Context: an optimization exercise on an open-source flow, tuned for small area and a short achievable clock period. The choices shown serve that exercise and are no tape-out recipe. RTL that was checked went through simulation tests only; none was proved equivalent to the original. Function not checked in runs 1 and 2: the RTL went through the layout flow alone. Power and IR drop assume default switching activity.

==> flow/design.v, too long to show whole: its modules and the start of the top module <==
// module s0_ok: 5 lines
// module s0_dif: 9 lines
// module s0_cmp: 19 lines
// module s0_misc: 17 lines
// module s0_em: 3 lines
// module s0_booth: 9 lines
// module add_s1: 25 lines
// module add_s2: 8 lines
// module add_s3: 19 lines
// module add_s4: 4 lines
// module mul_s1: 811 lines
// module mul_s2: 145 lines
// module csa_fa: 4 lines
// module csa_ha: 4 lines
// module booth_row: 7 lines
// module fp_addmul: 123 lines
module fp_addmul (
    input  wire        clk,
    input  wire        rst,
    input  wire        sub,
    input  wire [31:0] a,
    input  wire [31:0] b,
    output wire [31:0] add_result,
    output wire [31:0] mul_result
);
  // ...
==> flow/flow/run.sh <==
#!/bin/bash
# Layout flow: the standard flow (standard.sh: the standard synthesis and
# ORFS layout steps, unchanged), except that the port buffers that ORFS's
# buffer_ports inserts are buf_2 cells instead of its default choice.
set -euo pipefail
export BUFFER_PORTS_ARGS="-buffer_cell sky130_fd_sc_hd__buf_2"
bash standard.sh > standard_flow.log 2>&1
==> flow/standard.sh <==
#!/bin/bash
# synth_recipe.tcl (not shown) runs the flow's synth.tcl, then flattens the netlist and writes it again
# the make line also repeats each setting of config.mk as NAME=value (left out here)
make -C /OpenROAD-flow-scripts/flow DESIGN_CONFIG=/design/flow/config.mk WORK_HOME=/design/flow/orfs CLKGATE_MAP_FILE= SYNTH_SCRIPT=/design/flow/synth_recipe.tcl "${@:-finish}"
==> flow/config.mk <==
export PLATFORM = sky130hd
export DESIGN_NAME = fp_addmul
export DESIGN_NICKNAME = fp_addmul
export VERILOG_FILES = /design/flow/design.v
export SDC_FILE = /design/flow/constraint.sdc
export NUM_CORES = 4
export LEC_CHECK = 0
export CAP_MARGIN = 20
export CORE_MARGIN = 2
export CORE_UTILIZATION = 55
export SETUP_SLACK_MARGIN = 5
export SLEW_MARGIN = 20
export SYNTH_HIERARCHICAL = 1
export SYNTH_MINIMUM_KEEP_SIZE = 0
==> flow/constraint.sdc <==
create_clock -name core_clock -period 10.0 [get_ports {clk}]
set_input_delay 2.0000 -clock core_clock [delete_from_list [all_inputs] [get_ports {clk}]]
set_output_delay 2.0000 -clock core_clock [all_outputs]
set_load 0.01 [all_outputs]
==> run notes, run 1 <==
cts repair resizes=0; worst r2r src=a1[17]; Worst Setup End Kind=register; fraction of layout cells with a size suffix above 1=0.181; Worst Reg2Reg Path Length in Cells=6; 1st-iter DRT viols=2489; post-synthesis cell count=3369; buffers and inverters on the worst path=2; nets@finish=3817; P_clk=2.12 mW; Pint=6.55 mW; gr busiest metal=met2; Avg Cell Area, Syn=10.7 um^2; Power Dens Cells=316 nW/um^2; crit path to=dn1[1]; Top delay family on crit path=simple AND/OR/NAND/NOR gates; unrepaired setup endpoints after global routing=false; Global Route met1 Usage=0.440; status=finished clean; Pwr top=combinational logic; GR met2 Demand/Resource=0.456; post-route cell area=37800 um^2; Layout area overhead=5.22%; Psw=5.42 mW; final WL=102000 um; Clock Latency Late Sink=0.62 ns; Die Area=67500 um^2; WL met2=45200 um; Min Clock Period, post-route=4.84 ns; crit path from=sub; Die W=260 um; H-Tree Depth=2; Signal buffers=183; Seq pwr share=0.246; WL met1=46500 um; clock buffer depth=3; syn nets=3870; placed inst area=35900 um^2; hold wc startpoint=em2[1]; VDD IR max=0.281 mV; first-pass GRT wire length=157000 um; count of endpoints failing setup in the final report=0; grt ovf=0; Signal buf overhead=0.0281
==> inputs of run 2 (changes only) <==
==> flow/run.sh (new file) <==
#!/bin/bash
# synth_recipe.tcl (not shown) runs the flow's synth.tcl, then flattens the netlist and writes it again
# the make line also repeats each setting of config.mk as NAME=value (left out here)
make -C /OpenROAD-flow-scripts/flow DESIGN_CONFIG=/design/flow/config.mk WORK_HOME=/design/flow/orfs CLKGATE_MAP_FILE= SYNTH_SCRIPT=/design/flow/synth_recipe.tcl finish
removed: flow/flow/run.sh
removed: flow/standard.sh
==> run notes, run 2 <==
Psw=5.39 mW (-0.44%); hold wc startpoint=em2[0]; gr busiest metal=met2; Worst Tran Pin Value=1.04 ns; mapped cell area=36000 um^2; Min Clock Period, post-route=4.87 ns (+0.0318 ns); fraction of layout cells with a size suffix above 1=0.151 (-0.0307); Power Dens Cells=312 nW/um^2 (-1.4%); Seq pwr share=0.246 (about the same); worst r2r src=two1[9]; Wirelength per Cell=24.1 um; GR met2 Demand/Resource=0.461 (+0.00474); drt pass-1 iters=5; Clock Latency Late Sink=0.60 ns (-0.02 ns); Top Registers=rows2 (138), ar5 (32), mr4 (32); Total Power=12.0 mW; Combinational Power Share=0.583; initial antenna violation count=2; Avg Cell Area, Syn=10.7 um^2 (unchanged); most common cell after layout, fill and taps aside=xnor2_1; vias per cell=6.13; Initial Util=0.557; sw frac=0.450; I/O pins=131; Layout Skew=0.0223 ns; CP max stage cell=fa_1; TritonCTS clock tree=yes; Global Route met1 Usage=0.430 (-0.00968); H-Tree Depth=2 (unchanged); max FFs per register=138; multi-input logic area=22600 um^2; hold_buf cts=0; Startpoint Class=primary input; Die H=260 um; row cnt=93; core box area=64600 um^2; Worst Path Arrival=5.33 ns; dpl hpwl=72100 um; Layout area overhead=6.88%; met3 usage=0.0534; port bufs=130; Final Hold Fails=0; crit path cell chain=buf_2 > nor4_2 > nand2_1 > or2_4 > buf_4 > fa_1 > ha_4 > fa_2 > a21o_1 > a2111oi_4 > a211oi_2 > or2_1 > or3b_1; Worst Setup End Kind=register; Top delay family on crit path=simple AND/OR/NAND/NOR gates; WS Path Type=in2reg; Most flops, register=rows2; Rel. slew slack=0.309; part of the power in the clock network=0.171; DRT antenna net count=0; routed via count=25900; Die Area=67500 um^2 (unchanged); 1st-iter DRT viols=2421 (-2.7%); VDD IR max=0.279 mV (-0.74%); grt ovf=0 (unchanged); worst-path fanout max=13; fill count=5480; CTS Sinks=482; max incr delay on CP=0.40 ns; clock-pin slew on the worst setup and hold paths=0.06 ns; Leakage Power=15.4 nW; total CTS buffers=52; Pint=6.59 mW (+0.57%); Residual DRC=0; Syn. warnings=9; Slew Limit Fails=0; vias in the first global route=26400; final period utilization=0.487; Sequential Area=10700 um^2; final WL=102000 um (-0.62%); unrepaired setup endpoints after global routing=false; buffers and inverters on the worst path=2 (unchanged); Placer Congestion=0.928; count of endpoints failing setup in the final report=0 (unchanged); syn nets=3870 (unchanged); Worst Path Required=10.46 ns; crit path from=b[5]; pin count of the biggest net entering global routing=173; first-pass GRT wire length=156000 um (-0.28%); status=finished clean; Max-Cap Viols=0; setup TNS=0 ns; clk root buf=clkbuf_16; gr usage total=0.300; most frequent cells in the layout=xnor2_1, dfxtp_1, fa_1, nor2_1, a22oi_2; post-synthesis cell count=3369 (unchanged); nets@finish=3822 (+0.13%); Die W=260 um (unchanged); clock buffer depth=3 (unchanged); type of the tightest min-delay check=reg2reg; Fmax=0.205 GHz
## run 2: area by class of cell
class,count,area share
multi-input cells,2453,0.589
repair buffers,190,0.0442
flip-flops and latches,482,0.277
clock inverters,25,0.00941
well taps,855,0.0278
diodes,1,0.0000651
clock buffers,71,0.0383
inverters,142,0.0140
## run 2: final timing paths
kind                         endpoint  slack, ns  depth (start not counted)
min                            em3[0]       0.32                          0
min reg2reg                    em3[0]       0.32                          0
max reg2reg                rows2[118]       6.36                          7
max                            dn1[0]       5.13                         13
max in group asynchronous      s3[11]       6.86                          3
min in group asynchronous     mr4[12]       1.83                          2
## run 2: per-stage QoR
step           instance area (um^2)  instances  setup WS, ns  utilization  hold WS (ns)
6_report                      38400       4219          5.13        0.595         0.321
3_5_place_dp                  36500       4116          3.89        0.566         0.312
2_1_floorplan                 36000       3369          5.00            -         0.310
3_3_place_gp                  36500       4116          3.92        0.566         0.310
5_1_grt                       38400       4218          4.94        0.595         0.329
4_1_cts                       38400       4214          5.00        0.595         0.321
## run 2: layer usage
metal | wire (um) | up-vias
met5 | 11 | -
met4 | 3090 | 2
met3 | 7420 | 218
met2 | 45300 | 1110
met1 | 45700 | 12900
li1 | - | 11600
## run 2: power by group through the flow
| stage | combinational, mW | sequential (mW) | clock [mW] |
|---|---|---|---|
| 2_1_floorplan | 5.49 | 2.92 | 0 |
| 3_3_place_gp | 6.75 | 2.97 | 0 |
| 3_5_place_dp | 6.83 | 2.99 | 0 |
| 4_1_cts | 6.87 | 2.95 | 2.09 |
| 5_1_grt | 7.63 | 3.01 | 2.17 |
| 6_report | 6.99 | 2.95 | 2.05 |
## run 2: repair_timing
action	4_1_cts	5_1_grt
setup endpoints to repair	5	3
gates resized for setup	78	56
pin swaps	7	10
setup buffers	2	3
## run 2: worst register-to-register path, stage by stage, from the launching register on
cell     delay, ns
dfxtp_1       0.89
buf_4         0.40
a22oi_2       0.12
xnor2_1       0.25
fa_1          0.47
fa_1          0.43
fa_1          0.54
fa_1          0.41
==> module s0_dif, before the edit <==
module s0_dif (input [30:0] a, input [30:0] b, input sub, output [4:0] dp, output [4:0] dn);
    wire [7:0] ea = a[30:23];
    wire [7:0] eb = b[30:23];
    wire       z  = (b[22:0] == 23'd0);
    wire [7:0] d1 = ea + (sub ? eb : ~eb) + {7'd0, sub ? ~z : 1'b1};           
    wire [7:0] d2 = ~ea + (sub ? ~eb : eb) + {6'd0, sub ? {z, ~z} : 2'b01};    
    assign dp = d1[4:0] | {5{|d1[7:5]}};
    assign dn = d2[4:0] | {5{|d2[7:5]}};
endmodule
==> module add_s1, before the edit <==
module add_s1 (
    input  [22:0] a1, b1,
    input  [4:0]  dp1, dn1,
    input         gt1, inv1,
    input  [4:0]  tz1,
    output [22:0] pa,       
    output [23:0] qs,       
    output        cin       
);
    wire [22:0] p   = gt1 ? b1 : a1;
    wire [22:0] q   = gt1 ? a1 : b1;
    wire        ivp = inv1 & gt1;
    wire        ivq = inv1 & ~gt1;
    assign pa = p ^ {23{ivp}};
    wire [23:0] qv  = {1'b1, q ^ {23{ivq}}};
    wire [4:0]  d1  = gt1 ? dp1 : dn1;
    wire [23:0] t0  = d1[0] ? {1'b0, qv[23:1]} : qv;
    wire [23:0] t1  = d1[1] ? {2'b0, t0[23:2]} : t0;
    wire [23:0] t2  = d1[2] ? {4'b0, t1[23:4]} : t1;
    wire [23:0] t3  = d1[3] ? {8'b0, t2[23:8]} : t2;
    wire [23:0] t4  = d1[4] ? {16'b0, t3[23:16]} : t3;
    wire        big = d1[4] & d1[3];    
    assign qs = big ? 24'd0 : t4;
    assign cin = ivp | (ivq & ~big & (tz1 >= d1));
endmodule
==> module fp_addmul, before the edit <==
module fp_addmul (
    input  wire        clk,
    input  wire        rst,
    input  wire        sub,
    input  wire [31:0] a,
    input  wire [31:0] b,
    output wire [31:0] add_result,
    output wire [31:0] mul_result
);
    wire       ok0, gt0, eq0, inv0, sa0, sm0;
    wire [7:0] em0;
    wire [4:0] tz0, dp0, dn0;
    wire [11:0] one0, two0;
    s0_ok    u_s0_ok   (.a(a[30:0]), .b(b[30:0]), .ok(ok0));
    s0_dif   u_s0_dif  (.a(a[30:0]), .b(b[30:0]), .sub(sub), .dp(dp0), .dn(dn0));
    s0_em    u_s0_em   (.a(a[30:0]), .b(b[30:0]), .em(em0));
    s0_cmp   u_s0_cmp  (.a(a[30:0]), .b(b[30:0]), .sub(sub), .gt(gt0), .eq(eq0));
    s0_misc  u_s0_misc (.a(a), .b(b), .sub(sub), .sa(sa0), .sm(sm0), .inv(inv0), .tz(tz0));
    s0_booth u_s0_booth (.f(b[22:0]), .one(one0), .two(two0));
    reg [22:0] a1, b1;
    reg [7:0]  ea1, em1;
    reg [4:0]  dp1, dn1;
    reg        gt1, eq1, inv1, sa1, sm1;
    reg [4:0]  tz1;
    reg [11:0] one1, two1;
    reg        ok1;
    always @(posedge clk or posedge rst) begin
        if (rst)
            ok1 <= 1'b0;
        else
            ok1 <= ok0;
    end
    always @(posedge clk) begin
        a1 <= a[22:0]; b1 <= b[22:0]; ea1 <= a[30:23]; dp1 <= dp0; dn1 <= dn0; em1 <= em0;
        gt1 <= gt0; eq1 <= eq0; inv1 <= inv0; sa1 <= sa0; sm1 <= sm0; tz1 <= tz0;
        one1 <= one0; two1 <= two0;
    end
    wire [22:0] pa1;
    wire [23:0] qs1;
    wire        cin1;
    add_s1 u_add_s1 (.a1(a1), .b1(b1), .dp1(dp1), .dn1(dn1), .gt1(gt1), .inv1(inv1), .tz1(tz1),
                     .pa(pa1), .qs(qs1), .cin(cin1));
    wire [137:0] rows1;
    mul_s1 u_mul_s1 (.a1(a1), .b1(b1), .bone(one1), .btwo(two1), .rows(rows1));
    reg [23:0] ma2, mb2;
    reg        c2;
    reg [7:0]  ea2;
    reg        sa2;
    reg        mz2, nz2;
    always @(posedge clk or posedge rst) begin
        if (rst) begin
            ma2 <= 24'd0; mb2 <= 24'd0; c2 <= 1'b0; ea2 <= 8'd0; sa2 <= 1'b0;
            mz2 <= 1'b0; nz2 <= 1'b0;
        end else begin
            if (!ok1) begin
                ma2 <= 24'd0; mb2 <= 24'd0; c2 <= 1'b0;
            end else if (!eq1) begin
                ma2 <= {1'b1, pa1}; mb2 <= qs1; c2 <= cin1;
            end
            ea2 <= ok1 ? ea1 : 8'd0;
            sa2 <= ok1 & sa1;
            mz2 <= !ok1;            
            nz2 <= 1'b1;            
        end
    end
    reg [7:0]  em2;
    reg        sm2;
    reg [137:0] rows2;
    always @(posedge clk) begin
        em2 <= em1;
        sm2 <= sm1;
        rows2 <= rows1;
    end
    wire [23:0] s2;
    add_s2 u_add_s2 (.ma(ma2), .mb(mb2), .c(c2), .s(s2));
    wire [24:0] p2;
    mul_s2 u_mul_s2 (.rows(rows2), .p(p2));
    reg [23:0] s3;
    reg [7:0]  ea3;
    reg        sa3, v3, mz3, nz3;
    always @(posedge clk or posedge rst) begin
        if (rst) begin
            s3 <= 24'd0; ea3 <= 8'd0; sa3 <= 1'b0; v3 <= 1'b0; mz3 <= 1'b0; nz3 <= 1'b0;
        end else begin
            s3 <= s2; ea3 <= ea2; sa3 <= sa2; v3 <= 1'b1; mz3 <= mz2; nz3 <= nz2;
        end
    end
    reg [24:0] p3;
    reg [7:0]  em3;
    reg        sm3;
    always @(posedge clk) begin
        p3 <= p2; em3 <= em2; sm3 <= sm2;
    end
    wire [23:0] mc3;
    wire [2:0]  lf3;
    wire [7:0]  ef3;
    add_s3 u_add_s3 (.s(s3), .e(ea3), .v(v3), .mc(mc3), .lf(lf3), .ef(ef3));
    wire [31:0] mr3 = !nz3 ? 32'd0 : mz3 ? 32'h3f800000 :
                      {sm3, em3 + {7'd0, p3[24]}, p3[24] ? p3[23:1] : p3[22:0]};
    reg [23:0] mc4;
    reg [2:0]  lf4;
    reg [7:0]  ef4;
    reg        sa4;
    reg [31:0] mr4;
    always @(posedge clk or posedge rst) begin
        if (rst) begin
            mc4 <= 24'd0; lf4 <= 3'd0; ef4 <= 8'd0; sa4 <= 1'b0; mr4 <= 32'd0;
        end else begin
            mc4 <= mc3; lf4 <= lf3; ef4 <= ef3; sa4 <= sa3; mr4 <= mr3;
        end
    end
    wire [22:0] m4;
    add_s4 u_add_s4 (.mc(mc4), .lf(lf4), .m(m4));
    reg [31:0] ar5;
    always @(posedge clk or posedge rst) begin
        if (rst)
            ar5 <= 32'd0;
        else
            ar5 <= {sa4, ef4, m4};
    end
    assign add_result = ar5;
    assign mul_result = mr4;
endmodule
==> inputs of run 3 (changes only) <==
--- a/flow/design.v
+++ b/flow/design.v
@@ -4,14 +4,12 @@
     wire inf_b = (b[30:23] == 8'hff) && (b[22:0] == 23'd0);
     assign ok = !(inf_a || inf_b);
 endmodule
-module s0_dif (input [30:0] a, input [30:0] b, input sub, output [4:0] dp, output [4:0] dn);
+module s0_dif (input [30:0] a, input [30:0] b, input sub, output [7:0] d);
     wire [7:0] ea = a[30:23];
     wire [7:0] eb = b[30:23];
     wire       z  = (b[22:0] == 23'd0);
-    wire [7:0] d1 = ea + (sub ? eb : ~eb) + {7'd0, sub ? ~z : 1'b1};           
-    wire [7:0] d2 = ~ea + (sub ? ~eb : eb) + {6'd0, sub ? {z, ~z} : 2'b01};    
-    assign dp = d1[4:0] | {5{|d1[7:5]}};
-    assign dn = d2[4:0] | {5{|d2[7:5]}};
+    wire [8:0] t  = {ea, 1'b1} + {sub ? eb : ~eb, sub ? ~z : 1'b1};
+    assign d = t[8:1];
 endmodule
 module s0_cmp (input [30:0] a, input [30:0] b, input sub, output gt, output eq);
     wire [7:0] ea = a[30:23];
@@ -64,7 +62,7 @@
 `timescale 1ns / 1ps
 module add_s1 (
     input  [22:0] a1, b1,
-    input  [4:0]  dp1, dn1,
+    input  [7:0]  d1,       
     input         gt1, inv1,
     input  [4:0]  tz1,
     output [22:0] pa,       
@@ -77,15 +75,16 @@
     wire        ivq = inv1 & ~gt1;
     assign pa = p ^ {23{ivp}};
     wire [23:0] qv  = {1'b1, q ^ {23{ivq}}};
-    wire [4:0]  d1  = gt1 ? dp1 : dn1;
-    wire [23:0] t0  = d1[0] ? {1'b0, qv[23:1]} : qv;
-    wire [23:0] t1  = d1[1] ? {2'b0, t0[23:2]} : t0;
-    wire [23:0] t2  = d1[2] ? {4'b0, t1[23:4]} : t1;
-    wire [23:0] t3  = d1[3] ? {8'b0, t2[23:8]} : t2;
-    wire [23:0] t4  = d1[4] ? {16'b0, t3[23:16]} : t3;
-    wire        big = d1[4] & d1[3];    
+    wire [7:0]  m   = gt1 ? d1 : ~d1;
+    wire [23:0] tp  = gt1 ? qv : {1'b0, qv[23:1]};
+    wire [23:0] t0  = m[0] ? {1'b0, tp[23:1]} : tp;
+    wire [23:0] t1  = m[1] ? {2'b0, t0[23:2]} : t0;
+    wire [23:0] t2  = m[2] ? {4'b0, t1[23:4]} : t1;
+    wire [23:0] t3  = m[3] ? {8'b0, t2[23:8]} : t2;
+    wire [23:0] t4  = m[4] ? {16'b0, t3[23:16]} : t3;
+    wire        big = (|m[7:5]) | (m[4] & m[3]) | (~gt1 & (m[4:0] == 5'd23));    
     assign qs = big ? 24'd0 : t4;
-    assign cin = ivp | (ivq & ~big & (tz1 >= d1));
+    assign cin = ivp | (ivq & ~big & (tz1 > m[4:0]));
 endmodule
 `timescale 1ns / 1ps
 module add_s2 (
@@ -1110,17 +1109,18 @@
 );
     wire       ok0, gt0, eq0, inv0, sa0, sm0;
     wire [7:0] em0;
-    wire [4:0] tz0, dp0, dn0;
+    wire [4:0] tz0;
+    wire [7:0] d0;
     wire [11:0] one0, two0;
     s0_ok    u_s0_ok   (.a(a[30:0]), .b(b[30:0]), .ok(ok0));
-    s0_dif   u_s0_dif  (.a(a[30:0]), .b(b[30:0]), .sub(sub), .dp(dp0), .dn(dn0));
+    s0_dif   u_s0_dif  (.a(a[30:0]), .b(b[30:0]), .sub(sub), .d(d0));
     s0_em    u_s0_em   (.a(a[30:0]), .b(b[30:0]), .em(em0));
     s0_cmp   u_s0_cmp  (.a(a[30:0]), .b(b[30:0]), .sub(sub), .gt(gt0), .eq(eq0));
     s0_misc  u_s0_misc (.a(a), .b(b), .sub(sub), .sa(sa0), .sm(sm0), .inv(inv0), .tz(tz0));
     s0_booth u_s0_booth (.f(b[22:0]), .one(one0), .two(two0));
     reg [22:0] a1, b1;
     reg [7:0]  ea1, em1;
-    reg [4:0]  dp1, dn1;
+    reg [7:0]  d1;
     reg        gt1, eq1, inv1, sa1, sm1;
     reg [4:0]  tz1;
     reg [11:0] one1, two1;
@@ -1132,14 +1132,14 @@
             ok1 <= ok0;
     end
     always @(posedge clk) begin
-        a1 <= a[22:0]; b1 <= b[22:0]; ea1 <= a[30:23]; dp1 <= dp0; dn1 <= dn0; em1 <= em0;
+        a1 <= a[22:0]; b1 <= b[22:0]; ea1 <= a[30:23]; d1 <= d0; em1 <= em0;
         gt1 <= gt0; eq1 <= eq0; inv1 <= inv0; sa1 <= sa0; sm1 <= sm0; tz1 <= tz0;
         one1 <= one0; two1 <= two0;
     end
     wire [22:0] pa1;
     wire [23:0] qs1;
     wire        cin1;
-    add_s1 u_add_s1 (.a1(a1), .b1(b1), .dp1(dp1), .dn1(dn1), .gt1(gt1), .inv1(inv1), .tz1(tz1),
+    add_s1 u_add_s1 (.a1(a1), .b1(b1), .d1(d1), .gt1(gt1), .inv1(inv1), .tz1(tz1),
                      .pa(pa1), .qs(qs1), .cin(cin1));
     wire [137:0] rows1;
     mul_s1 u_mul_s1 (.a1(a1), .b1(b1), .bone(one1), .btwo(two1), .rows(rows1));
==> flow/flow/run.sh (new file) <==
#!/bin/bash
# Layout flow: the standard flow (standard.sh: the standard synthesis and
# ORFS layout steps, unchanged), except that the port buffers that ORFS's
# buffer_ports inserts are buf_2 cells instead of its default choice.
set -euo pipefail
export BUFFER_PORTS_ARGS="-buffer_cell sky130_fd_sc_hd__buf_2"
bash standard.sh > standard_flow.log 2>&1
==> flow/standard.sh (new file) <==
#!/bin/bash
# synth_recipe.tcl (not shown) runs the flow's synth.tcl, then flattens the netlist and writes it again
# the make line also repeats each setting of config.mk as NAME=value (left out here)
make -C /OpenROAD-flow-scripts/flow DESIGN_CONFIG=/design/flow/config.mk WORK_HOME=/design/flow/orfs CLKGATE_MAP_FILE= SYNTH_SCRIPT=/design/flow/synth_recipe.tcl "${@:-finish}"
removed: flow/run.sh
==> run notes, run 3 <==
type of the tightest min-delay check=reg2reg; Worst Tran Pin Value=1.21 ns (+0.173 ns); part of the power in the clock network=0.170 (about the same); Placer Congestion=0.939 (+1.2%); most common cell after layout, fill and taps aside=xnor2_1; Layout Skew=0.0466 ns (+0.0243 ns); Worst Path Arrival=4.34 ns (-0.99 ns); first-pass GRT wire length=154000 um (-1.2%); mapped cell area=35700 um^2 (-0.70%); clock buffer depth=3 (unchanged); max FFs per register=138 (unchanged); routed via count=25600 (-1.1%); Post-CTS Setup Inserts=0 (-2); Rel. slew slack=0.194 (-0.115); 1st-iter DRT viols=2231 (-7.8%); row cnt=93 (unchanged); Avg Cell Area, Syn=10.8 um^2 (+0.92%); R2R setup slack=6.16 ns (-0.20 ns); core box area=64300 um^2 (-0.36%); max incr delay on CP=0.96 ns (+0.56 ns); Combinational Power Share=0.579 (-0.004); Antenna Cells=0 (-1); Power Dens Cells=325 nW/um^2 (+4.3%); placed inst area=35500 um^2 (-2.7%); CTS Sinks=480 (-0.41%); Syn. warnings=9 (unchanged); TritonCTS clock tree=yes; syn nets=3801 (-1.8%); Leakage Power=15.2 nW (-1.4%); CP max stage cell=ha_1; gr usage total=0.297 (-0.00268); Initial Util=0.555 (-0.00187); VDD IR max=0.307 mV (+9.9%); final period utilization=0.384 (-0.103); Worst Setup End Kind=register; vias in the first global route=26200 (-0.54%); buffers and inverters on the worst path=1 (-1); post-route cell area=37500 um^2 (-2.5%); status=finished clean; vias per cell=6.17 (+0.57%); fraction of layout cells with a size suffix above 1=0.181 (+0.0303); Max-Cap Viols=0 (unchanged); nets@finish=3734 (-2.3%); Top delay family on crit path=simple AND/OR/NAND/NOR gates; capture point of the worst reg-to-reg path=mb2[5]; Startpoint Class=register; Die W=259 um (-0.34%); pin count of the biggest net entering global routing=196 (+13%); post-route setup slack=6.16 ns (+1.03 ns); worst-path fanout max=29 (+16); crit path from=gt1; Layout area overhead=4.93%; Place WS=5.55 ns (+1.66 ns); setup TNS=0 ns (unchanged); Wirelength per Cell=24.1 um (about the same); crit path to=mb2[5]; Worst Reg2Reg Path Length in Cells=9 (+2); WS Path Type=reg2reg; Final Hold Fails=0 (unchanged); most frequent cells in the layout=xnor2_1, fa_1, dfxtp_1, a22oi_2, dfrtp_1; CP Depth=9 (-4); Die Area=67000 um^2 (-0.69%); dpl hpwl=69500 um (-3.6%); worst r2r src=gt1; grt ovf=0 (unchanged); sw frac=0.456 (+0.00551); cts repair resizes=0 (-100%); Slew Limit Fails=0 (unchanged); I/O pins=131 (unchanged); hold_buf cts=0 (unchanged); clock-pin slew on the worst setup and hold paths=0.07 ns (about the same); final WL=99800 um (-1.7%); unrepaired setup endpoints after global routing=false; Total Power=12.2 mW (+1.7%); DRT antenna net count=0 (unchanged); Worst Path Required=10.50 ns (+0.04 ns); total CTS buffers=54 (+3.8%); Seq pwr share=0.251 (+0.005); Fmax=0.260 GHz (+27%); Residual DRC=0 (unchanged); port bufs=130 (unchanged); drt pass-1 iters=6 (+1); count of endpoints failing setup in the final report=0 (unchanged); Clock Latency Late Sink=0.65 ns (+0.05 ns); Most flops, register=rows2; initial antenna violation count=3 (+1); clk root buf=clkbuf_16; post-synthesis cell count=3315 (-1.6%); Pint=6.63 mW (+0.71%); H-Tree Depth=2 (unchanged); Top Registers=rows2 (138), ar5 (32), mr4 (32); worst hold stages=0 (unchanged); Die H=259 um (-0.34%); crit path cell chain=ha_1 > inv_1 > or3_1 > nand3_1 > a21o_1 > nor3_1 > or4_1 > mux2i_1 > nor2_1; Min Clock Period, post-route=3.84 ns (-1.03 ns); Psw=5.55 mW (+3.0%)
[run 3: area by class of cell]
| class | count | area [um^2] |
|---|---|---|
| Inverter | 125 | 473 |
| Clock inverter | 25 | 343 |
| Tap cell | 855 | 1070 |
| Sequential cell | 480 | 10600 |
| Clock buffer | 75 | 1530 |
| Timing Repair Buffer | 178 | 1060 |
| Multi-Input combinational cell | 2409 | 22400 |
| Fill cell | 5522 | 26900 |
[run 3: how the worst min path moves through the flow]
| stage | from | end | slack [ns] |
|---|---|---|---|
| 2_1_floorplan | em1[0] | em2[0] | 0.31 |
| 3_3_place_gp | em2[7] | em3[7] | 0.31 |
| 3_5_place_dp | em2[2] | em3[2] | 0.31 |
| 4_1_cts | sm1 | sm2 | 0.32 |
| 5_1_grt | sm1 | sm2 | 0.33 |
| 6_report | sm1 | sm2 | 0.32 |
[run 3: worst register-to-register path, stage by stage, from the launching register on]
cell and delay, ns:
dfxtp_4 0.42, ha_1 0.97, inv_1 0.66, or3_1 0.55, nand3_1 0.12, a21o_1 0.24
nor3_1 0.07, or4_1 0.48, mux2i_1 0.14, nor2_1 0.05
[run 3: per-stage QoR]
stage                     instances  hold WS (ns)   util
after CTS                      4145         0.324  0.582
after floorplan                3315         0.310      -
after global routing           4147         0.329  0.582
after global placement         4045         0.312  0.552
after detailed placement       4045         0.312  0.552
final                          4147         0.320  0.582
[run 3: power by group through the flow]
stage | Clock [mW] | Sequential [mW] | Combinational, mW
2_1_floorplan | 0 | 2.98 | 5.69
3_5_place_dp | 0 | 3.10 | 6.91
4_1_cts | 2.11 | 3.06 | 6.95
3_3_place_gp | 0 | 3.09 | 6.82
5_1_grt | 2.19 | 3.13 | 7.69
6_report | 2.07 | 3.06 | 7.06
[run 3: layer usage]
metal,wire length (um),GRT usage,vias to the layer above
met5,37,0,-
met4,3140,0.0987,6
met3,7420,0.0544,234
met2,44900,0.463,1091
met1,44300,0.419,12800
li1,-,-,11400
==> inputs of run 4 (changes only) <==
--- a/flow/config.mk
+++ b/flow/config.mk
@@ -7,7 +7,8 @@
 export LEC_CHECK = 0
 export CAP_MARGIN = 20
 export CORE_MARGIN = 2
-export CORE_UTILIZATION = 55
+export CORE_UTILIZATION = 72
+export CTS_BUF_LIST = sky130_fd_sc_hd__clkbuf_4
 export SETUP_SLACK_MARGIN = 5
 export SLEW_MARGIN = 20
 export SYNTH_HIERARCHICAL = 1
==> run notes, run 4 <==
Clock Latency Late Sink=0.95 ns (+0.30 ns); Sequential Area=10600 um^2 (-0.20%); most common cell after layout, fill and taps aside=xnor2_1; post-synthesis cell count=3315 (unchanged); crit path from=rows2[7]; Residual DRC=0 (unchanged); CTS Sinks=480 (unchanged); buffers and inverters on the worst path=0 (-1); vias per cell=6.64 (+7.7%); final core occ=0.755 (+0.172); placed inst area=35300 um^2 (-0.56%); mapped cell area=35700 um^2 (unchanged); row cnt=81 (-13%); most frequent cells in the layout=xnor2_1, dfxtp_1, fa_1, a22oi_2, dfrtp_1; Finished Layout Cells=4084 (-1.5%); Min Clock Period, post-route=3.95 ns (+0.110 ns); Rel. slew slack=0.193 (-0.00105); Placer Congestion=0.975 (+3.8%); CP max stage cell=o21ai_0; Syn. warnings=9 (unchanged); vias in the first global route=27700 (+5.4%); type of the tightest min-delay check=reg2reg; gr usage total=0.387 (+0.0895); Die W=227 um (-12%); core box area=49000 um^2 (-24%); setup TNS=0 ns (unchanged); multi-input logic area=22400 um^2 (unchanged); count of endpoints failing setup in the final report=0 (unchanged); final WL=98900 um (-0.89%); Wirelength per Cell=24.2 um (+0.64%); Min Hold Slack=0.308 ns (-0.0114 ns); grt ovf=0 (unchanged); Initial Util=0.730 (+0.175); Final Hold Fails=0 (unchanged); drt pass-1 iters=7 (+1); Top Registers=rows2 (138), ar5 (32), mr4 (32); Slew Limit Fails=0 (unchanged); Worst Path Arrival=4.72 ns (+0.38 ns); port bufs=130 (unchanged); fill count=3327 (-40%); hold wc startpoint=ea2[4]; Die H=227 um (-12%); initial antenna violation count=2 (-1); cts repair resizes=0 (unchanged); Worst Setup End Kind=register; Leakage Power=15.2 nW (+0.28%); DRT antenna net count=0 (unchanged); final period utilization=0.395 (+0.0110); routed via count=27100 (+6.1%); clock-pin slew on the worst setup and hold paths=0.07 ns (about the same); Max-Cap Viols=0 (unchanged); pin count of the biggest net entering global routing=85 (-57%); Top delay family on crit path=compound AO/OA/AOI/OAI gates; Startpoint Class=register; Cells after DPL=3864 (-4.5%); Fmax=0.253 GHz (-2.8%); 1st-iter DRT viols=3264 (+46%); hold_buf cts=0 (unchanged); VDD IR max=0.333 mV (+8.6%); Most flops, register=rows2; clock buffer depth=3 (unchanged); Layout area overhead=3.42%; Worst Tran Pin Value=1.21 ns (+0.00157 ns); Worst Path Required=10.77 ns (+0.27 ns); TritonCTS clock tree=yes; crit path cell chain=fa_1 > ha_1 > a21o_2 > o21ai_0 > and4_4 > nor3_1 > o31ai_1 > o21bai_1 > xnor2_1; first-pass GRT wire length=152000 um (-1.4%); status=finished clean; max FFs per register=138 (unchanged); syn nets=3801 (unchanged); I/O pins=131 (unchanged); H-Tree Depth=3 (+1); clk root buf=clkbuf_4; Layout Skew=0.0671 ns (+0.0204 ns); worst r2r src=rows2[7]; Avg Cell Area, Syn=10.8 um^2 (unchanged); Post-CTS Setup Inserts=0 (unchanged); max incr delay on CP=0.71 ns (-0.25 ns); worst-path fanout max=6 (-79%); total CTS buffers=119 (+120%); nets@finish=3808 (+2.0%); Power Dens Cells=323 nW/um^2 (-0.71%); unrepaired setup endpoints after global routing=false; fraction of layout cells with a size suffix above 1=0.204 (+0.0226); dpl hpwl=67800 um (-2.5%); post-route cell area=36900 um^2 (-1.4%); Die Area=51400 um^2 (-23%); WS Path Type=reg2reg
==> run 4: worst paths after layout <==
check | cells past startpoint | slack (ns) | end
max | 9 | 6.05 | p3[12]
min | 0 | 0.31 | ea3[4]
max reg2reg | 9 | 6.05 | p3[12]
min reg2reg | 0 | 0.31 | ea3[4]
max in group asynchronous | 4 | 7.48 | ea2[3]
min in group asynchronous | 2 | 1.13 | mr4[12]
==> run 4: layout make-up <==
class / instances / share of cell area
Antenna cell: 2 / 0.000135
Clock buffer: 170 / 0.0345
Clock inverter: 47 / 0.00769
Inverter: 125 / 0.0128
Multi-Input combinational cell: 2409 / 0.605
Sequential cell: 480 / 0.287
Tap cell: 664 / 0.0225
Timing Repair Buffer: 187 / 0.0296
==> run 4: power breakdown <==
group | internal (mW) | switching, mW | leakage [nW]
clock | 0.845 | 0.827 | 0.931
sequential | 2.59 | 0.461 | 4.77
combinational | 2.83 | 4.38 | 9.51
total | 6.26 | 5.67 | 15.2
==> run 4: layer usage <==
metal / part of all wire / up-vias / GRT usage
met5: 0 / - / 0
met4: 0.051 / 0 / 0.194
met3: 0.11 / 444 / 0.101
met1: 0.39 / 13200 / 0.510
li1: - / 11600 / -
met2: 0.45 / 1797 / 0.593
==> run 4: per-stage QoR <==
stage	setup slack, ns	total power, mW
6_report	6.05	11.9
3_5_place_dp	5.56	9.95
3_3_place_gp	5.59	9.71
2_1_floorplan	5.48	8.67
5_1_grt	5.78	12.6
4_1_cts	6.16	11.7
==> inputs of run 5 (changes only) <==
--- a/flow/config.mk
+++ b/flow/config.mk
@@ -7,8 +7,8 @@
 export LEC_CHECK = 0
 export CAP_MARGIN = 20
 export CORE_MARGIN = 2
-export CORE_UTILIZATION = 72
-export CTS_BUF_LIST = sky130_fd_sc_hd__clkbuf_4
+export CORE_UTILIZATION = 62
+export CTS_BUF_LIST = sky130_fd_sc_hd__clkbuf_8
 export SETUP_SLACK_MARGIN = 5
 export SLEW_MARGIN = 20
 export SYNTH_HIERARCHICAL = 1
==> run notes, run 5 <==
status=finished clean; Worst Setup End Kind=register; CTS Sinks=480 (unchanged); most common cell after layout, fill and taps aside=xnor2_1; Psw=5.60 mW (-1.2%); Layout Skew=0.0403 ns (-0.0267 ns); Worst Path Arrival=4.31 ns (-0.41 ns); row cnt=87 (+7.4%); mapped cell area=35700 um^2 (unchanged); VDD IR max=0.384 mV (+15%); Worst Reg2Reg Path Length in Cells=9 (unchanged); Wirelength per Cell=24.2 um (-0.17%); post-synthesis cell count=3315 (unchanged); first-pass GRT wire length=154000 um (+0.92%); grt ovf=0 (unchanged); count of endpoints failing setup in the final report=0 (unchanged); Combinational Power Share=0.589 (-0.015); max FFs per register=138 (unchanged); Post-CTS Setup Inserts=0 (unchanged); Max-Cap Viols=0 (unchanged); crit path to=d1[7]; worst r2r src=gt1; Cells after DPL=3948 (+2.2%); Place WS=5.55 ns (-0.0170 ns); core box area=56700 um^2 (+16%); hold_buf cts=0 (unchanged); Slew Limit Fails=0 (unchanged); most frequent cells in the layout=xnor2_1, fa_1, dfxtp_1, a22oi_2, dfrtp_1; Avg Cell Area, Syn=10.8 um^2 (unchanged); Worst Path Required=10.55 ns (-0.22 ns); crit path cell chain=buf_2 > nor4b_4 > nand4_1 > nand3b_1 > fa_1 > a21o_1 > a21oi_2 > o21ai_1 > o41ai_2 > xnor2_1; nets@finish=3765 (-1.1%); post-route cell area=37300 um^2 (+0.87%); syn nets=3801 (unchanged); pin count of the biggest net entering global routing=196 (+130%); Layout area overhead=4.33%; initial antenna violation count=4 (+2); worst-path fanout max=15 (+9); capture point of the worst reg-to-reg path=mb2[1]; Die H=244 um (+7.6%); 1st-iter DRT viols=2571 (-21%); Syn. warnings=9 (unchanged); post-route setup slack=6.24 ns (+0.192 ns); part of the power in the clock network=0.156 (+0.016); setup TNS=0 ns (unchanged); gr usage total=0.332 (-0.0551); Die Area=59500 um^2 (+16%); vias per cell=6.38 (-3.9%); DRT antenna net count=0 (unchanged); clk root buf=clkbuf_8; WS Path Type=in2reg; type of the tightest min-delay check=reg2reg; placed inst area=35400 um^2 (+0.23%); vias in the first global route=26900 (-2.9%); drt pass-1 iters=7 (unchanged); clock-pin slew on the worst setup and hold paths=0.06 ns (about the same); CP max stage cell=fa_1; final WL=99200 um (+0.29%); Seq pwr share=0.255 (about the same); Initial Util=0.630 (-0.0999); H-Tree Depth=3 (unchanged); Pint=6.43 mW (+2.7%); port bufs=130 (unchanged); sw frac=0.465 (-0.00958); Min Clock Period, post-route=3.76 ns (-0.192 ns); total CTS buffers=83 (-30%); routed via count=26200 (-3.5%); Worst Tran Pin Value=1.23 ns (+0.0220 ns); Power Dens Cells=323 nW/um^2 (about the same); dpl hpwl=68200 um (+0.60%); Clock Latency Late Sink=0.70 ns (-0.25 ns); Most flops, register=rows2; I/O pins=131 (unchanged); max incr delay on CP=0.46 ns (-0.25 ns); Top Registers=rows2 (138), ar5 (32), mr4 (32); Finished Layout Cells=4103 (+0.47%); TritonCTS clock tree=yes; Placer Congestion=0.929 (-4.7%); fraction of layout cells with a size suffix above 1=0.190 (-0.0133); R2R setup slack=6.29 ns (+0.24 ns); Min Hold Slack=0.327 ns (+0.0189 ns); Rel. slew slack=0.178 (-0.0146); Fmax=0.266 GHz (+5.1%); clock buffer depth=3 (unchanged); Residual DRC=0 (unchanged); Leakage Power=15.3 nW (+0.28%); Die W=244 um (+7.6%); Startpoint Class=primary input; final period utilization=0.376 (-0.0192); cts repair resizes=0 (unchanged); unrepaired setup endpoints after global routing=false; Final Hold Fails=0 (unchanged); crit path from=sub
[run 5: worst min path at each step]
stage	startpoint	end	cells past startpoint
6_report	em1[6]	em2[6]	0
4_1_cts	em1[2]	em2[2]	0
3_3_place_gp	sm2	sm3	0
2_1_floorplan	em1[0]	em2[0]	0
3_5_place_dp	em1[2]	em2[2]	0
5_1_grt	em1[7]	em2[7]	0
[run 5: routing by layer]
layer | global-route usage | part of all wire | up-vias
li1 | - | - | 11500
met1 | 0.459 | 0.43 | 13100
met2 | 0.516 | 0.45 | 1342
met3 | 0.0615 | 0.085 | 263
met4 | 0.135 | 0.036 | 2
met5 | 0 | 0.000071 | -
[run 5: cell type report]
type	count	area (um^2)
repair buffers	180	1070
inverters	125	473
multi-input cells	2409	22400
well taps	756	946
clock buffers	101	1390
diodes	1	2.50
fillers	4480	19400
clock inverters	51	389
flip-flops and latches	480	10600
[run 5: power by group through the flow]
stage / Clock, mW / Sequential (mW) / Combinational (mW)
CTS: 1.92 / 3.06 / 6.94
detailed placement: 0 / 3.10 / 6.90
global route: 2.01 / 3.12 / 7.72
finish: 1.88 / 3.07 / 7.08
floorplan: 0 / 2.98 / 5.69
global placement: 0 / 3.08 / 6.75
[run 5: stage by stage]
| stage | power [mW] | utilization |
|---|---|---|
| detailed placement | 10.0 | 0.625 |
| global placement | 9.83 | 0.625 |
| global route | 12.9 | 0.657 |
| floorplan | 8.67 | - |
| CTS | 11.9 | 0.656 |
| finish | 12.0 | 0.657 |
[run 5: worst max-delay path, delay by kind of cell]
family,cells,cell delay [ns]
buf+inv,1,0.30
xor+xnor,1,0.13
simple gates,3,0.71
compound gates,4,0.71
fa+ha+maj,1,0.46
==> inputs of run 6 (changes only) <==
==> flow/flow/run.sh (replaced) <==
#!/bin/bash
# Layout flow: the standard flow (standard.sh: the standard synthesis and
# ORFS layout steps, unchanged), except that
#  - the port buffers that ORFS's buffer_ports inserts are buf_2 cells instead
#    of its default choice, and
#  - clock tree synthesis adds no dummy loads.
set -euo pipefail
export BUFFER_PORTS_ARGS="-buffer_cell sky130_fd_sc_hd__buf_2"
export CTS_ARGS="-sink_clustering_enable -repair_clock_nets -buf_list sky130_fd_sc_hd__clkbuf_8 -dont_use_dummy_load"
bash standard.sh > standard_flow.log 2>&1
==> run notes, run 6 <==
syn nets=3801 (unchanged); vias in the first global route=26800 (-0.22%); Clock Latency Late Sink=0.69 ns (about the same); type of the tightest min-delay check=reg2reg; H-Tree Depth=3 (unchanged); Cells after DPL=3948 (unchanged); most frequent cells in the layout=xnor2_1, fa_1, dfxtp_1, a22oi_2, dfrtp_1; Residual DRC=0 (unchanged); fill count=4524 (+0.98%); pin count of the biggest net entering global routing=196 (unchanged); CP max stage cell=a2111oi_0; unrepaired setup endpoints after global routing=false; Finished Layout Cells=4034 (-1.7%); Power Dens Cells=316 nW/um^2 (-2.1%); count of endpoints failing setup in the final report=0 (unchanged); total CTS buffers=83 (unchanged); Final Hold Fails=0 (unchanged); Worst Path Arrival=4.40 ns (+0.09 ns); max FFs per register=138 (unchanged); Slew Limit Fails=0 (unchanged); first-pass GRT wire length=153000 um (-0.12%); Wirelength per Cell=24.5 um (+1.5%); Top Registers=rows2 (138), ar5 (32), mr4 (32); cts repair resizes=0 (unchanged); Fmax=0.264 GHz (-0.74%); I/O pins=131 (unchanged); Post-CTS Setup Inserts=0 (unchanged); Die H=244 um (unchanged); Startpoint Class=register; drt pass-1 iters=5 (-2); Worst Setup End Kind=register; final WL=99000 um (-0.17%); part of the power in the clock network=0.124 (-0.032); nets@finish=3765 (unchanged); status=finished clean; sw frac=0.471 (+0.00570); most common cell after layout, fill and taps aside=xnor2_1; max incr delay on CP=0.78 ns (+0.32 ns); Pint=6.12 mW (-4.8%); Initial Util=0.630 (unchanged); crit path cell chain=buf_4 > nor2_1 > mux2i_1 > a21boi_1 > o21ai_1 > a2111oi_0 > a32o_1 > mux2i_1 > nor2_1; Psw=5.45 mW (-2.6%); Die W=244 um (unchanged); initial antenna violation count=4 (unchanged); Rel. slew slack=0.194 (+0.0156); core box area=56700 um^2 (unchanged); grt ovf=0 (unchanged); row cnt=87 (unchanged); clock buffer depth=3 (unchanged); Seq pwr share=0.265 (+0.010); Syn. warnings=9 (unchanged); Avg Cell Area, Syn=10.8 um^2 (unchanged); TritonCTS clock tree=yes; setup TNS=0 ns (unchanged); dpl hpwl=68200 um (unchanged); clk root buf=clkbuf_8; post-route cell area=36600 um^2 (-1.7%); final period utilization=0.379 (+0.00281); port bufs=130 (unchanged); mapped cell area=35700 um^2 (unchanged); buffers and inverters on the worst path=1 (unchanged); placed inst area=35400 um^2 (unchanged); Top delay family on crit path=compound AO/OA/AOI/OAI gates; Max-Cap Viols=0 (unchanged); Min Clock Period, post-route=3.79 ns (+0.0281 ns); 1st-iter DRT viols=2534 (-1.4%); vias per cell=6.45 (+1.0%); Most flops, register=rows2; Placer Congestion=0.929 (unchanged); R2R setup slack=6.21 ns (-0.08 ns); Min Hold Slack=0.325 ns (-0.00246 ns); clock-pin slew on the worst setup and hold paths=0.06 ns (about the same); CTS Sinks=480 (unchanged); Layout Skew=0.107 ns (+0.0667 ns); Die Area=59500 um^2 (unchanged); WS Path Type=reg2reg; gr usage total=0.332 (about the same); Combinational Power Share=0.611 (+0.022); worst-path fanout max=79 (+64); VDD IR max=0.384 mV (-0.11%); post-synthesis cell count=3315 (unchanged); routed via count=26000 (-0.67%); Layout area overhead=2.54%; Worst Path Required=10.61 ns (+0.06 ns); Worst Tran Pin Value=1.21 ns (-0.0234 ns); DRT antenna net count=0 (unchanged); Leakage Power=14.9 nW (-2.6%); hold_buf cts=0 (unchanged); fraction of layout cells with a size suffix above 1=0.180 (-0.0100)
## run 6: cell type report
class | count | area, um^2 | share of cell area
Antenna cell | 1 | 2.50 | 0.0000683
Clock buffer | 83 | 1140 | 0.0312
Sequential cell | 480 | 10600 | 0.290
Multi-Input combinational cell | 2409 | 22400 | 0.611
Inverter | 125 | 473 | 0.0129
Timing Repair Buffer | 180 | 1070 | 0.0292
Tap cell | 756 | 946 | 0.0258
## run 6: power by group through the flow
stage	Combinational (mW)	Clock, mW	Sequential [mW]
after floorplan	5.69	0	2.98
after global placement	6.75	0	3.08
after detailed placement	6.90	0	3.10
after CTS	6.94	1.48	3.06
after global routing	7.72	1.56	3.13
final	7.08	1.43	3.07
## run 6: stage by stage
stage	power (mW)	utilization	setup WS, ns
CTS	11.5	0.645	6.26
detailed placement	10.0	0.625	5.55
finish	11.6	0.646	6.21
floorplan	8.67	-	5.48
global route	12.4	0.646	6.07
global placement	9.83	0.625	5.57
## run 6: metal layers
| metal | vias to the layer above | global-route usage | routed length, um |
|---|---|---|---|
| met1 | 13000 | 0.460 | 42200 |
| met5 | - | 0 | 7 |
| met3 | 273 | 0.0613 | 8410 |
| met2 | 1295 | 0.513 | 44700 |
| met4 | 2 | 0.138 | 3740 |
| li1 | 11400 | - | - |
## run 6: path summary, 6_finish.rpt
check,depth (start not counted),to,from
worst max-delay path,9,mb2[1],gt1
worst min-delay path,0,em3[2],em2[2]
worst max register to register,9,mb2[1],gt1
max in group asynchronous,4,ea3[4],rst
min in group asynchronous,3,ar5[15],rst
worst min register to register,0,em3[2],em2[2]
==> inputs of run 7 (changes only) <==
--- a/flow/flow/run.sh
+++ b/flow/flow/run.sh
@@ -6,5 +6,5 @@
 #  - clock tree synthesis adds no dummy loads.
 set -euo pipefail
 export BUFFER_PORTS_ARGS="-buffer_cell sky130_fd_sc_hd__buf_2"
-export CTS_ARGS="-sink_clustering_enable -repair_clock_nets -buf_list sky130_fd_sc_hd__clkbuf_8 -dont_use_dummy_load"
+export CTS_ARGS="-sink_clustering_enable -repair_clock_nets -buf_list sky130_fd_sc_hd__clkbuf_8 -sink_clustering_size 20 -sink_clustering_max_diameter 50 -dont_use_dummy_load"
 bash standard.sh > standard_flow.log 2>&1
--- a/flow/config.mk
+++ b/flow/config.mk
@@ -9,6 +9,8 @@
 export CORE_MARGIN = 2
 export CORE_UTILIZATION = 62
 export CTS_BUF_LIST = sky130_fd_sc_hd__clkbuf_8
+export CTS_CLUSTER_DIAMETER = 50
+export CTS_CLUSTER_SIZE = 20
 export SETUP_SLACK_MARGIN = 5
 export SLEW_MARGIN = 20
 export SYNTH_HIERARCHICAL = 1
==> run notes, run 7 <==
Startpoint Class=primary input; Worst Path Required=10.50 ns (-0.11 ns); dpl hpwl=68200 um (unchanged); cts repair resizes=0 (unchanged); Worst Setup End Kind=register; part of the power in the clock network=0.097 (-0.027); Seq pwr share=0.272 (+0.007); gr busiest metal=met2; Avg Cell Area, Syn=10.8 um^2 (unchanged); H-Tree Depth=2 (-1); Clock Latency Late Sink=0.69 ns (about the same); Layout area overhead=1.35%; total CTS buffers=52 (-37%); Worst Path Arrival=4.31 ns (-0.09 ns); Min Hold Slack=0.293 ns (-0.0314 ns); fraction of layout cells with a size suffix above 1=0.173 (-0.00783); crit path cell chain=buf_2 > nor4b_4 > nand4_1 > nand3b_1 > fa_1 > a21o_1 > a21oi_2 > o21ai_1 > o41ai_2 > xnor2_1; core box area=56700 um^2 (unchanged); Top Registers=rows2 (138), ar5 (32), mr4 (32); Worst Tran Pin Value=1.22 ns (+0.00546 ns); vias in the first global route=26400 (-1.5%); WS Path Type=in2reg; Most flops, register=rows2; Die H=244 um (unchanged); max FFs per register=138 (unchanged); nets@finish=3734 (-0.82%); initial antenna violation count=4 (unchanged); first-pass GRT wire length=152000 um (-0.78%); TritonCTS clock tree=yes; Rel. slew slack=0.190 (-0.00364); Initial Util=0.630 (unchanged); post-synthesis cell count=3315 (unchanged); Finished Layout Cells=4003 (-0.77%); setup TNS=0 ns (unchanged); CTS Sinks=480 (unchanged); status=finished clean; Placer Congestion=0.929 (unchanged); VDD IR max=0.379 mV (-1.1%); hold_buf cts=0 (unchanged); Die Area=59500 um^2 (unchanged); Layout Skew=0.0787 ns (-0.0283 ns); Slew Limit Fails=0 (unchanged); most frequent cells in the layout=xnor2_1, fa_1, dfxtp_1, a22oi_2, dfrtp_1; Top delay family on crit path=compound AO/OA/AOI/OAI gates; final WL=98100 um (-0.93%); Leakage Power=14.6 nW (-1.5%); port bufs=130 (unchanged); sw frac=0.479 (+0.00825); unrepaired setup endpoints after global routing=false; worst hold stages=0 (unchanged); Fmax=0.262 GHz (-0.58%); hold wc startpoint=em2[1]; final period utilization=0.381 (+0.00223); type of the tightest min-delay check=reg2reg; clock-pin slew on the worst setup and hold paths=0.10 ns (+0.04 ns); post-route setup slack=6.19 ns (-0.0223 ns); Combinational Power Share=0.630 (+0.019); vias per cell=6.46 (+0.24%); R2R setup slack=6.33 ns (+0.12 ns); syn nets=3801 (unchanged); gr usage total=0.328 (-0.00347); capture point of the worst reg-to-reg path=mb2[1]; Worst Reg2Reg Path Length in Cells=9 (unchanged); most common cell after layout, fill and taps aside=xnor2_1; Residual DRC=0 (unchanged); met3 usage=0.0544 (-0.00691); grt ovf=0 (unchanged); CP max stage cell=fa_1; worst-path fanout max=15 (-81%); WHS Endpoint=em3[1]; Wirelength per Cell=24.5 um (-0.16%); 1st-iter DRT viols=2452 (-3.2%); I/O pins=131 (unchanged); Die W=244 um (unchanged); row cnt=87 (unchanged); mapped cell area=35700 um^2 (unchanged); Pint=5.85 mW (-4.5%); worst r2r src=gt1; pin count of the biggest net entering global routing=196 (unchanged); DRT antenna net count=0 (unchanged); Place WS=5.55 ns (unchanged); Max-Cap Viols=0 (unchanged); count of endpoints failing setup in the final report=0 (unchanged); Power Dens Cells=310 nW/um^2 (-1.8%); routed via count=25900 (-0.53%); max incr delay on CP=0.46 ns (-0.32 ns); Cells after DPL=3948 (unchanged); Final Hold Fails=0 (unchanged); Min Clock Period, post-route=3.81 ns (+0.0223 ns); GR met2 Demand/Resource=0.510 (-0.00259); Post-CTS Setup Inserts=0 (unchanged); Global Route met1 Usage=0.463 (+0.00325); final core occ=0.638 (-0.00752); Syn. warnings=9 (unchanged); Psw=5.39 mW (-1.3%); drt pass-1 iters=8 (+3); clk root buf=clkbuf_8; buffers and inverters on the worst path=1 (unchanged); clock buffer depth=3 (unchanged)
[run 7: changes by cell type in the layout (fill, tap and decap cells not counted), sizes merged]
cell and change:
clkbuf -31
[run 7: routing by layer]
layer | vias up | part of all wire
li1 | 11400 | -
met1 | 12900 | 0.43
met2 | 1323 | 0.45
met3 | 256 | 0.083
met4 | 2 | 0.037
met5 | - | 0.000071
[run 7: stage by stage]
stage	area, um^2	total power [mW]
2_1_floorplan	35700	8.67
3_3_place_gp	35400	9.83
3_5_place_dp	35400	10.0
4_1_cts	36100	11.1
5_1_grt	36200	12.0
6_report	36200	11.2
[run 7: power groups by stage]
stage               logic, mW  clock network [mW]  registers (mW)
global placement         6.75                   0            3.08
detailed placement       6.90                   0            3.10
finish                   7.08                1.09            3.06
CTS                      6.94                1.12            3.06
floorplan                5.69                   0            2.98
global route             7.72                1.19            3.12
[run 7: worst max-delay path by stage]
stage	startpoint	to	slack [ns]	cells after the start
final	sub	d1[7]	6.19	10
after global routing	sub	d1[7]	6.04	10
after CTS	sub	d1[7]	6.23	10
after detailed placement	sub	d1[7]	5.55	10
after global placement	sub	d1[7]	5.57	10
after floorplan	rst	ar5[0]	5.48	1
[run 7: final cells by class]
class	count	area, um^2
Tap cell	756	946
Antenna cell	1	2.50
Timing Repair Buffer	180	1070
Clock buffer	52	716
Multi-Input combinational cell	2409	22400
Sequential cell	480	10600
Fill cell	4576	20500
Inverter	125	473
==> inputs of run 8 (changes only) <==
==> flow/flow/run.sh (replaced) <==
#!/bin/bash
# Layout flow: the standard flow (standard.sh: the standard synthesis and
# ORFS layout steps, unchanged), except that
#  - the port buffers that ORFS's buffer_ports inserts are buf_2 cells instead
#    of its default choice, and
#  - clock tree synthesis adds no dummy loads.
set -euo pipefail
export BUFFER_PORTS_ARGS="-buffer_cell sky130_fd_sc_hd__buf_2"
export CTS_ARGS="-sink_clustering_enable -repair_clock_nets -buf_list sky130_fd_sc_hd__clkbuf_16 -sink_clustering_size 30 -sink_clustering_max_diameter 80 -dont_use_dummy_load"
bash standard.sh > standard_flow.log 2>&1
--- a/flow/config.mk
+++ b/flow/config.mk
@@ -8,9 +8,9 @@
 export CAP_MARGIN = 20
 export CORE_MARGIN = 2
 export CORE_UTILIZATION = 62
-export CTS_BUF_LIST = sky130_fd_sc_hd__clkbuf_8
-export CTS_CLUSTER_DIAMETER = 50
-export CTS_CLUSTER_SIZE = 20
+export CTS_BUF_LIST = sky130_fd_sc_hd__clkbuf_16
+export CTS_CLUSTER_DIAMETER = 80
+export CTS_CLUSTER_SIZE = 30
 export SETUP_SLACK_MARGIN = 5
 export SLEW_MARGIN = 20
 export SYNTH_HIERARCHICAL = 1
==> run notes, run 8 <==
status=finished clean; Layout area overhead=1.23%; Place WS=5.55 ns (unchanged); Top Registers=rows2 (138), ar5 (32), mr4 (32); Worst Tran Pin Value=1.22 ns (+0.00233 ns); cts repair resizes=0 (unchanged); Cells after DPL=3948 (unchanged); drt pass-1 iters=6 (-2); clk root buf=clkbuf_16; vias per cell=6.46 (about the same); Worst Path Arrival=4.31 ns (about the same); Power Dens Cells=310 nW/um^2 (about the same); grt ovf=0 (unchanged); Wirelength per Cell=24.6 um (+0.21%); Syn. warnings=9 (unchanged); unrepaired setup endpoints after global routing=false; WL met1=41800 um (-0.23%); WS Path Type=in2reg; post-route cell area=36200 um^2 (-0.12%); type of the tightest min-delay check=reg2reg; Placer Congestion=0.929 (unchanged); post-synthesis cell count=3315 (unchanged); Die W=244 um (unchanged); Finished Layout Cells=3977 (-0.65%); port bufs=130 (unchanged); count of endpoints failing setup in the final report=0 (unchanged); syn nets=3801 (unchanged); first-pass GRT wire length=151000 um (-0.46%); crit path cell chain=buf_2 > nor4b_4 > nand4_1 > nand3b_1 > fa_1 > a21o_1 > a21oi_2 > o21ai_1 > o41ai_2 > xnor2_1; Worst Reg2Reg Path Length in Cells=9 (unchanged); setup TNS=0 ns (unchanged); row cnt=87 (unchanged); total CTS buffers=27 (-48%); Residual DRC=0 (unchanged); met3 wire len=8160 um (-0.26%); final period utilization=0.384 (+0.00268); most frequent cells in the layout=xnor2_1, fa_1, dfxtp_1, a22oi_2, dfrtp_1; Antenna Cells=0 (-1); Min Clock Period, post-route=3.84 ns (+0.0268 ns); worst r2r src=gt1; nets@finish=3709 (-0.67%); max incr delay on CP=0.46 ns (about the same); capture point of the worst reg-to-reg path=mb2[1]; DR top layer=met5; fill count=4568 (-0.17%); CTS Sinks=480 (unchanged); Final Hold Fails=0 (unchanged); most common cell after layout, fill and taps aside=xnor2_1; Max-Cap Viols=0 (unchanged); TritonCTS clock tree=yes; buffers and inverters on the worst path=1 (unchanged); Layout Skew=0.0680 ns (-0.0107 ns); Avg Cell Area, Syn=10.8 um^2 (unchanged); clock-pin slew on the worst setup and hold paths=0.11 ns (about the same); max FFs per register=138 (unchanged); Post-CTS Setup Inserts=0 (unchanged); R2R setup slack=6.29 ns (-0.04 ns); Worst Setup End Kind=register; hold_buf cts=0 (unchanged); H-Tree Depth=1 (-1); worst hold stages=0 (unchanged); Leakage Power=14.6 nW (-0.28%); DRT antenna net count=0 (unchanged); WL met2=44400 um (-0.25%); mapped cell area=35700 um^2 (unchanged); hold wc startpoint=em2[1]; Top delay family on crit path=simple AND/OR/NAND/NOR gates; Slew Limit Fails=0 (unchanged); placed inst area=35400 um^2 (unchanged); routed via count=25700 (-0.73%); Fmax=0.261 GHz (-0.70%); crit path from=sub; core box area=56700 um^2 (unchanged); worst-path fanout max=15 (unchanged); I/O pins=131 (unchanged); Initial Util=0.630 (unchanged); clock buffer depth=3 (unchanged); Die H=244 um (unchanged); post-route setup slack=6.16 ns (-0.0268 ns); vias in the first global route=26300 (-0.51%); dpl hpwl=68200 um (unchanged); final WL=97700 um (-0.44%); Most flops, register=rows2; Worst Path Required=10.47 ns (-0.03 ns); pin count of the biggest net entering global routing=196 (unchanged); VDD IR max=0.388 mV (+2.3%); 1st-iter DRT viols=2635 (+7.5%); Rel. slew slack=0.188 (-0.00155); WHS Endpoint=em3[1]; Clock Latency Late Sink=0.61 ns (-0.08 ns); Startpoint Class=primary input; gr usage total=0.325 (-0.00283); fraction of layout cells with a size suffix above 1=0.166 (-0.00642); Die Area=59500 um^2 (unchanged); initial antenna violation count=3 (-1); CP max stage cell=fa_1
-- run 8: power by group --
group / total (mW) / switching (mW) / leakage (nW) / internal [mW]
Combinational: 7.08 / 4.28 / 9.49 / 2.80
Clock: 1.08 / 0.603 / 0.333 / 0.477
Sequential: 3.06 / 0.471 / 4.78 / 2.59
-- run 8: worst max path at each step --
stage,end,slack (ns),depth (start not counted)
floorplan,ar5[0],5.48,1
global placement,d1[7],5.57,10
detailed placement,d1[7],5.55,10
CTS,d1[7],6.17,10
global route,d1[7],6.00,10
finish,d1[7],6.16,10
-- run 8: stage by stage --
| step | hold WS (ns) | power (mW) | util |
|---|---|---|---|
| 2_1_floorplan | 0.310 | 8.67 | - |
| 3_3_place_gp | 0.311 | 9.83 | 0.625 |
| 3_5_place_dp | 0.313 | 10.0 | 0.625 |
| 4_1_cts | 0.290 | 11.1 | 0.637 |
| 5_1_grt | 0.284 | 12.0 | 0.638 |
| 6_report | 0.282 | 11.2 | 0.638 |
-- run 8: final cells by class --
class	count	area [um^2]	share of cell area
inverters	125	473	0.0131
repair buffers	180	1070	0.0296
well taps	756	946	0.0262
multi-input cells	2409	22400	0.618
flip-flops and latches	480	10600	0.294
clock buffers	27	676	0.0187
-- run 8: routing by layer --
layer  vias to the layer above  track usage
met1                     12900        0.459
met2                      1244        0.509
met3                       231       0.0521
met4                         2        0.115
li1                      11300            -
met5                         -            0

-- what the ideal ports hide --
Ports are ideal in the flow. The routed layouts listed here were re-timed in OpenROAD. Step 1: set_driving_cell puts a clkbuf_16 on clk and a buf_2 on each other input, an assumption about the parent block. Step 2 also shifts input and output timing later by t, the mid clock arrival at the registers, as if the neighbouring blocks saw the same clock. a / b / c = ideal / step 1 / step 2; a / b = the first two.
| run | shift t [ns] | slack for setup (ns) | worst hold slack (ns) | worst setup path at the end |
|---|---|---|---|---|
| run 1 | 0.665 | 5.162 / 5.203 / 4.538 | 0.321 / 0.321 / 0.321 | input to register |
| run 2 | 0.655 | 5.130 / 5.177 / 4.522 | 0.321 / 0.321 / 0.321 | input to register |
| run 3 | 0.690 | 6.157 / 6.157 / 5.552 | 0.320 / 0.320 / 0.320 | input to register |
| run 4 | 0.978 | 6.047 / 6.047 / 5.460 | 0.308 / 0.308 / 0.308 | input to register |
| run 5 | 0.743 | 6.240 / 6.254 / 5.511 | 0.327 / 0.327 / 0.327 | input to register |
| run 6 | 0.699 | 6.211 / 6.211 / 5.535 | 0.325 / 0.325 / 0.325 | input to register |
| run 7 | 0.718 | 6.189 / 6.208 / 5.491 | 0.293 / 0.293 / 0.293 | input to register |
| run 8 | 0.645 | 6.162 / 6.180 / 5.535 | 0.282 / 0.282 / 0.282 | input to register |
After both steps setup and hold are still met in every run listed. For run 5, which loses most, drivers alone change the setup slack by +0.014 ns; drivers and shift together by -0.729 ns.
